What follows belongs to an exercise in optimizing a design on an open flow for small area and a short achievable clock period; a production flow would make more cautious choices.
Where RTL was checked, it was by simulation tests only, not by an equivalence proof against the original.
No activity file was given, so power comes from the tool's default toggle rates.

// CPU
module CPU(clock, reset,
imem_addr, imem_data,
dmem_addr, dmem_wdata, dmem_we, dmem_re, dmem_rdata,
rf_we, rf_waddr, rf_wdata);
==> flow/config.mk <==
export PLATFORM = sky130hd
export DESIGN_NAME = CPU
export DESIGN_NICKNAME = CPU
export VERILOG_FILES = /design/flow/design.v
export SDC_FILE = /design/flow/constraint.sdc
export NUM_CORES = 4
export LEC_CHECK = 0
export CAP_MARGIN = 20
export CORE_MARGIN = 2
export CORE_UTILIZATION = 55
export CTS_BUF_LIST = sky130_fd_sc_hd__clkbuf_8
export CTS_CLUSTER_DIAMETER = 50
export CTS_CLUSTER_SIZE = 16
export PLACE_DENSITY = 0.7
export SLEW_MARGIN = 20
==> flow/constraint.sdc <==
create_clock -name core_clock -period 12.0 [get_ports {clock}]
set_input_delay 2.4000 -clock core_clock [delete_from_list [all_inputs] [get_ports {clock}]]
set_output_delay 2.4000 -clock core_clock [all_outputs]
set_load 0.01 [all_outputs]
standard.sh (not shown) runs the stock make flow with config.mk's settings and CLKGATE_MAP_FILE= SYNTH_SCRIPT=/design/flow/synth_recipe.tcl, a recipe that flattens the netlist after the stock synthesis.
==> flow/flow/run.sh <==
#!/bin/bash
# Standard ORFS layout, with faster port buffers and a timing-repair target
# tighter than the clock period (the SDC and clock period are unchanged).
set -euo pipefail
bash standard.sh \
  "BUFFER_PORTS_ARGS=-buffer_cell sky130_fd_sc_hd__buf_2" \
  "SETUP_SLACK_MARGIN=7.5" \
  finish > flow.log 2>&1
Edit:
--- a/flow/flow/run.sh
+++ b/flow/flow/run.sh
@@ -7 +7 @@
-  "SETUP_SLACK_MARGIN=7.5" \
+  "SETUP_SLACK_MARGIN=7" \
What happened: Combinational power is lower by about 2%. Total power is higher by 2.6%. Clock-buffer cell count is higher by 12. Core utilization is lower by 0.58 points. Design area is lower by 0.94%.

---

CPU again, from the RTL that the note above started with.
clock: 12.0 ns
lec_check: 0
cap_margin: 10
core_margin: 2
core_utilization: 62
cts_buf_list: sky130_fd_sc_hd__clkbuf_8
cts_cluster_diameter: 50
cts_cluster_size: 16
place_density: 0.75
slew_margin: 10
==> flow/flow/run.sh <==
#!/bin/bash
# Standard ORFS layout, with faster port buffers and a timing-repair target
# tighter than the clock period (the SDC and clock period are unchanged).
set -euo pipefail
bash standard.sh \
  "BUFFER_PORTS_ARGS=-buffer_cell sky130_fd_sc_hd__buf_2" \
  "SETUP_SLACK_MARGIN=6.85" \
  finish > flow.log 2>&1
The baseline finished clean.
Next try:
--- a/flow/flow/run.sh
+++ b/flow/flow/run.sh
@@ -5,4 +5,4 @@
 bash standard.sh \
-  "BUFFER_PORTS_ARGS=-buffer_cell sky130_fd_sc_hd__buf_2" \
-  "SETUP_SLACK_MARGIN=6.85" \
+  "BUFFER_PORTS_ARGS=-buffer_cell sky130_fd_sc_hd__buf_4" \
+  "SETUP_SLACK_MARGIN=7" \
   finish > flow.log 2>&1
- CAP_MARGIN: 10 -> 20
- CORE_UTILIZATION: 62 -> 70
- PLACE_DENSITY: 0.75 -> 0.82
- SLEW_MARGIN: 10 -> 20
Effect: The changed run went through all stages and came out clean; cell count shrinks by 1.3%; clock-buffer cell count shrinks by 8; power shrinks by 1.7%; final area grows by 0.70%; setup slack is better by 67 ps; sequential share of layout area shrinks by 0.34 points.

---

Setup of rev 12:
CPU, a different RTL version from the one above (not shown whole).
Size: about 2700 cells after synthesis, roughly 610 flip-flops, about 100 I/O pins, about 30000 um^2 of cells after synthesis.
export LEC_CHECK = 0
export CAP_MARGIN = 20
export CORE_MARGIN = 2
export CORE_UTILIZATION = 40
export CTS_BUF_LIST = sky130_fd_sc_hd__clkbuf_8
export CTS_CLUSTER_DIAMETER = 50
export CTS_CLUSTER_SIZE = 16
export PLACE_DENSITY = 0.6
export SLEW_MARGIN = 20
create_clock -name core_clock -period 12.0 [get_ports {clock}]
==> flow/flow/run.sh <==
#!/bin/bash
# Standard ORFS layout, with faster port buffers and a timing-repair target
# tighter than the clock period (the SDC and clock period are unchanged).
set -euo pipefail
bash standard.sh \
  "BUFFER_PORTS_ARGS=-buffer_cell sky130_fd_sc_hd__buf_4" \
  "SETUP_SLACK_MARGIN=7" \
  finish > flow.log 2>&1
> inputs changed (rev 12 -> rev 13)
- CTS_CLUSTER_DIAMETER now 60, was 50
- CTS_CLUSTER_SIZE now 20, was 16
diff --git a/flow/flow/run.sh b/flow/flow/run.sh
--- a/flow/flow/run.sh
+++ b/flow/flow/run.sh
@@ -5,3 +5,3 @@
 bash standard.sh \
-  "BUFFER_PORTS_ARGS=-buffer_cell sky130_fd_sc_hd__buf_4" \
+  "BUFFER_PORTS_ARGS=-buffer_cell sky130_fd_sc_hd__buf_2" \
   "SETUP_SLACK_MARGIN=7" \
Findings:
- Looking only at fraction of final layout cells sized beyond drive strength 1, and setting everything else aside, the lower value of rev 13 and rev 12 goes to rev 13.
- Rev 12 -> rev 13: clock sink count delta 0, exact match
- Delta (rev 13 minus rev 12): worst path setup slack after routing fell by 0.11 ns; fmax dropped about 2%.
- Post-place setup slack deteriorates in rev 13 relative to rev 12.
- Going from rev 12 to rev 13, post-layout utilization of the core went down by 0.76 points; sequential share of power higher; wire length of the first global-routing pass decreased by 1.9% relative to the old numbers.
No functional check of the RTL was part of any run of this note.

==> re-timing with driven ports <==
Ports are ideal in the flow. The routed layouts listed here were re-timed in OpenROAD. Step 1, drivers: a clkbuf_16 drives clock and a buf_2 each remaining input, both assumed. Step 2 times the ports against the registers' clock, not the clock port: input delays grow and output delays shrink by t, the midpoint of the rising clock arrivals with the driver on. Slacks: no drivers / after step 1 / after step 2; pairs: no drivers / after step 1.
run | t (ns) | slack for setup (ns) | worst setup path at the end | latest minus earliest clock arrival (ns)
the first run of note 1 | 0.763 | 6.830 / 6.683 / 6.683 | input to output | 0.041 / 0.042
the second run of note 1 | 0.732 | 6.817 / 6.573 / 6.469 | input to register | 0.039 / 0.039
the first run of note 2 | 0.772 | 6.758 / 6.637 / 6.342 | input to register | 0.040 / 0.039
the second run of note 2 | 0.758 | 6.825 / 6.608 / 6.420 | input to register | 0.036 / 0.035
rev 12 | 0.744 | 6.636 / 6.514 / 6.410 | input to register | 0.090 / 0.089
rev 13 | 0.749 | 6.524 / 6.478 / 6.436 | input to register | 0.051 / 0.052
After both steps every run listed still meets setup and hold. The setup slack of the first run of note 2, which loses most, moves by -0.121 ns with the drivers and by -0.416 ns with both steps.
